From an optimization exercise on the open Yosys and OpenROAD flow, aimed at a short achievable clock period and few clock cycles; shortcuts taken in it are not production practice. At most, simulation tests tie the RTL to the original design; equivalence was not proved. No activity file was given, so power comes from the tool's default toggle rates.

Design Top, start of the top module:
module Top(
    input clk,
    input reset,
    output [31:0] imem_addr,
    input [31:0] imem_rdata,
    output [31:0] dmem_addr,
    output [31:0] dmem_wdata,
    output dmem_we,
    input [31:0] dmem_rdata
    );
Size: ~7500 cells after synthesis, about 160 I/O pins, ~77000 sq um of cells after synthesis.
clock: 7.0 ns
lec_check: 0
abc_clock_period_in_ps: 3000
cap_margin: 20
core_margin: 2
core_utilization: 60
setup_slack_margin: 4.0
slew_margin: 20
tns_end_percent: 10
standard.sh (not shown) runs the stock make flow with config.mk's settings and CLKGATE_MAP_FILE= SYNTH_SCRIPT=/design/flow/synth_recipe.tcl, a recipe that flattens the netlist after the stock synthesis.
==> flow/flow/run.sh <==
#!/bin/bash
# Standard layout, but the port buffers start as plain buffers (buf_4)
# instead of the delay buffers buffer_ports picks by default; the resizer
# then sizes them like any other buffer.
set -euo pipefail
export BUFFER_PORTS_ARGS="-buffer_cell sky130_fd_sc_hd__buf_4"
bash standard.sh finish > flow_make.log 2>&1
Testbench counts at the start, summed over its fixed seeds: cycles 63,485.
Next try:
--- a/flow/design.v
+++ b/flow/design.v
@@ -313,13 +313,16 @@
     wire [31:0] sumB = (p0 ^ {32{subD}}) ^ cin;
     wire [31:0] aNext = aSum ? sum : aSlt ? {31'd0, sltBit} : aEarly;
     wire [31:0] bNext = bSum ? sumB :
                         bSlt ? {{31{subD}}, sltBit ^ subD} :
                         (bEarly ^ {32{subD}});
     wire [31:0] tNext = tSum ? sum : tSlt ? {31'd0, sltBit} : rtEarly;
-    wire eLd = eLdD & !(vX & (ldX | stX));
+    wire xLogOp = andX | orX;
+    wire eLd = eLdD & !lXa & !fMa & (!fXa | xLogOp) & !(vX & (ldX | stX));
+    wire [31:0] eAddrF = rfA + immD;
+    wire [31:0] eAddrX = (andX ? (aX & bX) : (aX | bX)) + immD;
     wire stallD = vD & ((useRsD & ldXrs) | (useRtD & ldXrt));
     wire goX = vD & !stallD & !misX;
     wire [4:0] idxF = pcF[6:2];
     wire [31:2] pcF1 = pcF + 30'd1;
     wire [31:0] fi = imem_rdata;
     wire [5:0] opF = fi[31:26];
@@ -347,13 +350,13 @@
         dstX <= dstD;
         altX <= altD;
         idxX <= keyD;
         dstM <= dstX;
         resM <= xRes;
         wdM <= sdLdX ? dmem_rdata : sdX;
-        addrR <= (goX & eLd) ? immD : sum;
+        addrR <= !eLd ? sum : fXa ? eAddrX : eAddrF;
         if (rwM) rf[dstM] <= wbM;
         huI <= idxX;
         huT <= eqX;
         if (reset) begin
             pcF <= 0; pcO <= 0;
             vD <= 0;
@@ -404,13 +407,13 @@
                 rfA <= fA; rfB <= fB;
                 useRsD <= fR | fLW | fSW | fBQ;
                 useRtD <= fR | fBQ;
                 isImmD <= fLW | fSW;
                 rwD <= (fR | fLW) & (fDst != 0);
                 ldD <= fLW; stD <= fSW;
-                eLdD <= fLW & (rsF == 0);
+                eLdD <= fLW;
                 subD <= fR & ((fFn == 4'b0010) | (fFn == 4'b1010));
                 orD  <= fR & (fFn == 4'b0101);
                 sltD <= fR & (fFn == 4'b1010);
                 andD <= fR & !(fFn == 4'b0000 | fFn == 4'b0010 |
                                fFn == 4'b0101 | fFn == 4'b1010);
                 bqD <= fBq;
=>
- Now the flow ran to the end with violations: capacitance limit, slew limit
- routed wire length went up by 0.83%
- sequential power barely changes
- count of clock-buffer cells in the layout shrinks by 9
- worst hold slack loses 0.016 ns
- utilization rose by 0.29 points
- final area rises by 3.1%
- sequential share of layout area fell by 1.2 points
- power went up by 2.1%
- area after synthesis went up by 2.2%
For the second run of this note, only the layout was checked, not whether the RTL still works.


== job 102 ==
Another version of the RTL of Top (not shown whole).
For scale: roughly 160 I/O pins.
Settings: LEC_CHECK=0, ABC_CLOCK_PERIOD_IN_PS=3000, CAP_MARGIN=20, CORE_MARGIN=2, CORE_UTILIZATION=60, SETUP_SLACK_MARGIN=4.0, SLEW_MARGIN=20, TNS_END_PERCENT=10; clock period 7.0 ns.
Scripts as last shown in full above: flow/flow/run.sh
Job 102 finished every stage and its layout cleared the timing, design-rule and antenna checks.
For job 103, these inputs were changed with respect to job 102:
diff --git a/flow/design.v b/flow/design.v
--- a/flow/design.v
+++ b/flow/design.v
@@ -235,38 +235,43 @@
     input reset,
     output [31:0] imem_addr,
     input [31:0] imem_rdata,
     output [31:0] dmem_addr,
     output [31:0] dmem_wdata,
     output dmem_we,
     input [31:0] dmem_rdata
     );
     reg [31:2] pcF;
     reg         bhS [0:31];
     reg [1:0]   bht [0:31];
-    reg         huV, huT;        
-    reg [4:0]   huI;
+    reg         huV;             
+    reg [4:0]   huI;             
+    reg [1:0]   huN;
     reg        vD;
     reg [4:0]  rsD, rtD, dstD;
     reg [4:0]  keyD;
+    reg        bsD;              
+    reg [1:0]  bcD;
     reg [31:0] immD, rfA, rfB;
     reg        useRsD, useRtD, isImmD, rwD, ldD, stD, eLdD;
     reg        subD, andD, orD, sltD;
     reg        bqD, beqD, predD;
     reg        fXa, fXb, lXa, lXb;
     reg        fMLa, fMLb, fMAa, fMAb;    
     reg [31:2] p1D, tgD;
     reg        vX, rwX, ldX, stX, eX, beqX, predX, bqX, sdLdX;
     reg        subX, andX, orX, sltX;
     reg [4:0]  dstX;
     reg [4:0]  idxX;
+    reg        bsX;
+    reg [1:0]  bcX;
     reg [31:0] aX, bX, sdX;      
     reg [31:2] altX;
     reg        rwM, ldM, stM;
     reg [4:0]  dstM;
     reg [31:0] resM, wdM, addrR;
     reg [31:0] rf [1:31];
     reg        rstR;
     wire [31:0] p0 = aX ^ bX;
     wire [31:0] g0 = aX & bX;
     wire [31:0] gl [0:5];
     wire [31:0] pl [0:5];
@@ -331,76 +336,76 @@
     wire fR  = opF == 6'b000000;
     wire fLW = opF == 6'b100011;
     wire fSW = opF == 6'b101011;
     wire fBQ = opF == 6'b000100;
     wire [4:0] fDst = fR ? rdF : rtF;
     wire [31:0] fImm = {{16{fi[15]}}, fi[15:0]};
     wire [30:0] fTgt2 = {pcF, 1'b1} + {fImm[29:0], 1'b1};
     wire [31:2] fTgt = fTgt2[30:1];      
     wire fSame = rsF == rtF;
     wire fBq = fBQ & (fi[15:0] != 16'd0);
     wire fPred = fBQ & (fSame | (bhS[idxF] ? bht[idxF][1] : fi[15]));
+    wire selT = fPred & !misX & !stallD & !reset;
+    wire [31:2] pcOther = reset ? 30'd0 : misX ? altX : stallD ? pcF : pcF1;
+    wire [31:2] pcNext = selT ? fTgt : pcOther;
     wire [3:0] fFn = fi[3:0];
     wire [31:0] fA = (rsF == 0 | rstR) ? 32'd0 :
                      (rwM & (dstM == rsF)) ? wbM : rf[rsF];
     wire [31:0] fB = (rtF == 0 | rstR) ? 32'd0 :
                      (rwM & (dstM == rtF)) ? wbM : rf[rtF];
     integer i;
     always @(posedge clk) begin
         aX <= aNext;
         bX <= bNext;
         sdX <= tNext;
         dstX <= dstD;
         altX <= altD;
         idxX <= keyD;
+        bsX <= bsD;
+        bcX <= bcD;
         dstM <= dstX;
         resM <= xRes;
         wdM <= sdLdX ? dmem_rdata : sdX;
         addrR <= (goX & eLd) ? immD : (cin & ~pS) | (~cin & pS);
         rstR <= reset;
         if (rstR) begin
             for (i = 1; i < 32; i = i + 1) rf[i] <= 0;
         end else if (rwM) rf[dstM] <= wbM;
         huI <= idxX;
-        huT <= eqX;
+        huN <= !bsX ? (eqX ? 2'b10 : 2'b01) :
+               eqX ? (bcX == 2'b11 ? 2'b11 : bcX + 2'd1) :
+                     (bcX == 2'b00 ? 2'b00 : bcX - 2'd1);
+        pcF <= pcNext;
         if (reset) begin
-            pcF <= 0;
             vD <= 0;
             vX <= 0; rwX <= 0; ldX <= 0; stX <= 0; eX <= 0; beqX <= 0;
             predX <= 0; bqX <= 0; sdLdX <= 0;
             subX <= 0; andX <= 0; orX <= 0; sltX <= 0;
             rwM <= 0; ldM <= 0; stM <= 0;
             huV <= 0;
             for (i = 0; i < 32; i = i + 1) bhS[i] <= 0;
         end else begin
             huV <= vX & bqX;
             if (huV) begin
                 bhS[huI] <= 1;
-                if (!bhS[huI]) bht[huI] <= huT ? 2'b10 : 2'b01;
-                else if (huT & bht[huI] != 2'b11) bht[huI] <= bht[huI] + 2'd1;
-                else if (!huT & bht[huI] != 2'b00) bht[huI] <= bht[huI] - 2'd1;
+                bht[huI] <= huN;
             end
             rwM <= vX & rwX;
             ldM <= vX & ldX;
             stM <= vX & stX;
             vX <= goX;
             rwX <= rwD; ldX <= ldD & !eLd; stX <= stD;
             eX <= goX & eLd;
             subX <= subD; andX <= andD; orX <= orD; sltX <= sltD;
             beqX <= beqD; predX <= predD; bqX <= bqD;
             sdLdX <= ldXrt;
-            if (misX) begin
-                pcF <= altX;
-            end else if (!stallD) begin
-                pcF <= fPred ? fTgt : pcF1;
-            end
             vD <= !misX & (vD | !stallD);
             if (stallD) begin
                 rfA <= aOld;
                 rfB <= tOld;
                 fXa <= 0; fXb <= 0; lXa <= 0; lXb <= 0;
                 fMLa <= vX & rwX & ldX & (dstX == rsD);
                 fMLb <= vX & rwX & ldX & (dstX == rtD);
                 fMAa <= vX & rwX & !ldX & (dstX == rsD);
                 fMAb <= vX & rwX & !ldX & (dstX == rtD);
             end else begin
                 fXa <= vD & rwD & !(ldD & !eLd) & (dstD == rsF);
@@ -423,15 +428,17 @@
                 subD <= fR & ((fFn == 4'b0010) | (fFn == 4'b1010));
                 orD  <= fR & (fFn == 4'b0101);
                 sltD <= fR & (fFn == 4'b1010);
                 andD <= fR & !(fFn == 4'b0000 | fFn == 4'b0010 |
                                fFn == 4'b0101 | fFn == 4'b1010);
                 bqD <= fBq;
                 beqD <= fBq & !fSame;
                 predD <= fPred;
                 p1D <= pcF1;
                 tgD <= fTgt;
                 keyD <= idxF;
+                bsD <= bhS[idxF];
+                bcD <= bht[idxF];
             end
         end
     end
 endmodule
Results
Diff job 102 -> job 103: required time of the worst setup path saw an increase, number of antenna violations at the first check in global routing rose 1. The run showing the greater multi-input combinational cell area is job 102. Diff job 103..job 102 | post-synthesis cell type count | unchanged. Going from job 102 to job 103, time the final worst path needs with I/O delays and setup went up; post-route non-filler standard cell count went down by 74. In job 103, critical path depth is higher than in job 102. Area: job 103 vs job 102 -> job 103 smaller.
No run of this note included a check of the RTL's function; only the layout flow was run.


Another version of the RTL of Top (not shown whole).
Size in the first run: ~7300 cells after synthesis, about 1600 flip-flops.
==> flow/config.mk <==
export PLATFORM = sky130hd
export DESIGN_NAME = Top
export DESIGN_NICKNAME = Top
export VERILOG_FILES = /design/flow/design.v
export SDC_FILE = /design/flow/constraint.sdc
export NUM_CORES = 4
export LEC_CHECK = 0
export ABC_CLOCK_PERIOD_IN_PS = 3000
export CAP_MARGIN = 20
export CORE_MARGIN = 2
export CORE_UTILIZATION = 60
export SETUP_SLACK_MARGIN = 4.0
export SLEW_MARGIN = 20
export TNS_END_PERCENT = 10
==> flow/constraint.sdc <==
create_clock -name core_clock -period 7.0 [get_ports {clk}]
set_input_delay 1.4000 -clock core_clock [delete_from_list [all_inputs] [get_ports {clk}]]
set_output_delay 1.4000 -clock core_clock [all_outputs]
set_load 0.01 [all_outputs]
Scripts as last shown in full above: flow/flow/run.sh
Next try:
--- a/flow/design.v
+++ b/flow/design.v
@@ -263,41 +263,40 @@
     reg        rwM, ldM, stM;
     reg [4:0]  dstM;
     reg [31:0] resM, wdM, addrR;
     reg [31:0] rf [1:31];
     wire [31:0] p0 = aX ^ bX;
     wire [31:0] g0 = aX & bX;
     wire [31:0] gl [0:5];
     wire [31:0] pl [0:5];
-    assign gl[0] = g0;
+    assign gl[0] = {g0[31:1], g0[0] | (p0[0] & subX)};
     assign pl[0] = p0;
     genvar k, j;
     generate
         for (k = 0; k < 5; k = k + 1) begin : ks
             for (j = 0; j < 32; j = j + 1) begin : bt
                 if (j >= (1 << k)) begin : m
                     assign gl[k+1][j] = gl[k][j] | (pl[k][j] & gl[k][j-(1<<k)]);
                     assign pl[k+1][j] = pl[k][j] & pl[k][j-(1<<k)];
                 end else begin : c
                     assign gl[k+1][j] = gl[k][j];
                     assign pl[k+1][j] = pl[k][j];
                 end
             end
         end
     endgenerate
-    wire [31:0] cin = {gl[5][30:0], 1'b0};
+    wire [31:0] cin = {gl[5][30:0], subX};
     wire cout = gl[5][31];
-    wire sltBit = cout;          
-    wire [31:0] pS = p0 ^ {32{subX}};    
+    wire [31:0] sum = p0 ^ cin;
+    wire sltBit = ~cout;         
     wire useSum = !eX & !andX & !orX & !sltX;
     wire [31:0] xLog = eX ? dmem_rdata : andX ? (aX & bX) :
                        orX ? (aX | bX) : 32'd0;
-    wire [31:0] xE = sltX ? {31'd0, sltBit} : xLog;
-    wire [31:0] xRes = (cin & (useSum ? ~pS : xE)) | (~cin & (useSum ? pS : xE));
+    wire [31:0] xRes = useSum ? sum : sltX ? {31'd0, sltBit} : xLog;
     wire eqX = (aX == bX);
     wire misX = vX & beqX & (eqX != predX);
     wire [31:0] wbM = ldM ? dmem_rdata : resM;
     assign dmem_addr = addrR;
     assign dmem_wdata = wdM;
     assign dmem_we = stM;
     assign imem_addr = {pcO, 2'b00};
     wire fwdXrs = fXa, fwdXrt = fXb;
@@ -306,24 +305,24 @@
     wire [31:0] aOld = fwdMrs ? wbM : rfA;
     wire [31:0] tOld = fwdMrt ? wbM : rfB;
     wire [31:0] aEarly = fwdXrs ? xLog : aOld;
     wire [31:0] rtEarly = fwdXrt ? xLog : tOld;
     wire [31:0] bEarly = isImmD ? immD : rtEarly;
     wire aSum = fwdXrs & useSum, aSlt = fwdXrs & sltX;
     wire bSum = !isImmD & fwdXrt & useSum, bSlt = !isImmD & fwdXrt & sltX;
     wire tSum = fwdXrt & useSum, tSlt = fwdXrt & sltX;
-    wire [31:0] pA = pS ^ {32{subD}};
-    wire [31:0] aE = aSlt ? {{31{subD}}, sltBit ^ subD} : (aEarly ^ {32{subD}});
-    wire [31:0] bE = bSlt ? {31'd0, sltBit} : bEarly;
-    wire [31:0] tE = tSlt ? {31'd0, sltBit} : rtEarly;
-    wire [31:0] aNext = (cin & (aSum ? ~pA : aE)) | (~cin & (aSum ? pA : aE));
-    wire [31:0] bNext = (cin & (bSum ? ~pS : bE)) | (~cin & (bSum ? pS : bE));
-    wire [31:0] tNext = (cin & (tSum ? ~pS : tE)) | (~cin & (tSum ? pS : tE));
-    wire eLd = eLdD & !(vX & (ldX | stX));
+    wire [31:0] sumB = (p0 ^ {32{subD}}) ^ cin;
+    wire [31:0] aNext = aSum ? sum : aSlt ? {31'd0, sltBit} : aEarly;
+    wire [31:0] bNext = bSum ? sumB :
+                        bSlt ? {{31{subD}}, sltBit ^ subD} :
+                        (bEarly ^ {32{subD}});
+    wire [31:0] tNext = tSum ? sum : tSlt ? {31'd0, sltBit} : rtEarly;
+    wire eLd = eLdD & !fXa & !lXa & !fMa & !(vX & (ldX | stX));
+    wire [31:0] eAddr = rfA + immD;
     wire stallD = vD & ((useRsD & ldXrs) | (useRtD & ldXrt));
     wire goX = vD & !stallD & !misX;
     wire [4:0] idxF = pcF[6:2];
     wire [31:2] pcF1 = pcF + 30'd1;
     wire [31:0] fi = imem_rdata;
     wire [5:0] opF = fi[31:26];
     wire [4:0] rsF = fi[25:21], rtF = fi[20:16], rdF = fi[15:11];
     wire fR  = opF == 6'b000000;
@@ -347,17 +346,17 @@
         bX <= bNext;
         sdX <= tNext;
         dstX <= dstD;
         altX <= altD;
         idxX <= keyD;
         dstM <= dstX;
         resM <= xRes;
         wdM <= sdLdX ? dmem_rdata : sdX;
-        addrR <= (goX & eLd) ? immD : (cin & ~pS) | (~cin & pS);
+        addrR <= eLd ? eAddr : sum;
         if (rwM) rf[dstM] <= wbM;
         huI <= idxX;
         huT <= eqX;
         if (reset) begin
             pcF <= 0; pcO <= 0;
             vD <= 0;
             vX <= 0; rwX <= 0; ldX <= 0; stX <= 0; eX <= 0; beqX <= 0;
             predX <= 0; bqX <= 0; sdLdX <= 0;
@@ -404,17 +403,17 @@
                 rsD <= rsF; rtD <= rtF; dstD <= fDst;
                 immD <= fImm;
                 rfA <= fA; rfB <= fB;
                 useRsD <= fR | fLW | fSW | fBQ;
                 useRtD <= fR | fBQ;
                 isImmD <= fLW | fSW;
                 rwD <= (fR | fLW) & (fDst != 0);
                 ldD <= fLW; stD <= fSW;
-                eLdD <= fLW & (rsF == 0);
+                eLdD <= fLW;
                 subD <= fR & ((fFn == 4'b0010) | (fFn == 4'b1010));
                 orD  <= fR & (fFn == 4'b0101);
                 sltD <= fR & (fFn == 4'b1010);
                 andD <= fR & !(fFn == 4'b0000 | fFn == 4'b0010 |
                                fFn == 4'b0101 | fFn == 4'b1010);
                 bqD <= fBq;
                 beqD <= fBq & !fSame;
                 predD <= fPred;
What happened: The new run completed without violations; clock-buffer cell count drops by 12; worst setup slack is better by 0.42 ns; clock skew climbs by 0.013 ns; sequential power barely changes; power climbs by a few percent; clock power climbs by a few percent; global-route usage climbs by 2.1 points; flip-flop and latch count drops by 1; hold slack is about the same; final cell count climbs by a few percent; critical path depth climbs by 7; final area climbs by a few percent.
Testbench counts after the change, summed over its fixed seeds: cycles 62,905.
The RTL of the first run of this note was laid out without a check of its function.

[what the ideal ports hide]
No port has a modelled driver above. Below, the same layouts with a new extraction and two added sets of constraints. Step 1: set_driving_cell puts a clkbuf_16 on clk and a buf_2 on each other input, an assumption about the parent block. Step 2 times the ports against the registers' clock, not the clock port: input delays grow and output delays shrink by t, the midpoint of the rising clock arrivals with the driver on. Slacks: ideal ports / drivers / drivers and shift; pairs: ideal ports / drivers.
| run | t (ns) | setup slack, ns | worst setup path after step 2 | worst data-port slew with drivers (ns) | cell pins on the clock port's net |
|---|---|---|---|---|---|
| the first run of note 1 | 0.903 | 3.694 / 3.583 / 2.680 | input to register | 0.54 | 1 |
| the second run of note 1 | 0.897 | 3.500 / 3.464 / 2.568 | input to register | 0.44 | 1 |
| job 102 | 0.894 | 3.651 / 3.334 / 2.440 | input to register | 0.47 | 1 |
| job 103 | 0.882 | 3.507 / 3.411 / 2.529 | input to register | 0.39 | 1 |
| the first run of note 3 | 0.891 | 3.223 / 3.283 / 2.392 | input to register | 0.45 | 1 |
| the second run of note 3 | 0.899 | 3.644 / 3.443 / 2.544 | input to register | 0.51 | 1 |
For job 102, which loses most, drivers alone change the setup slack by -0.317 ns; drivers and shift together by -1.211 ns.
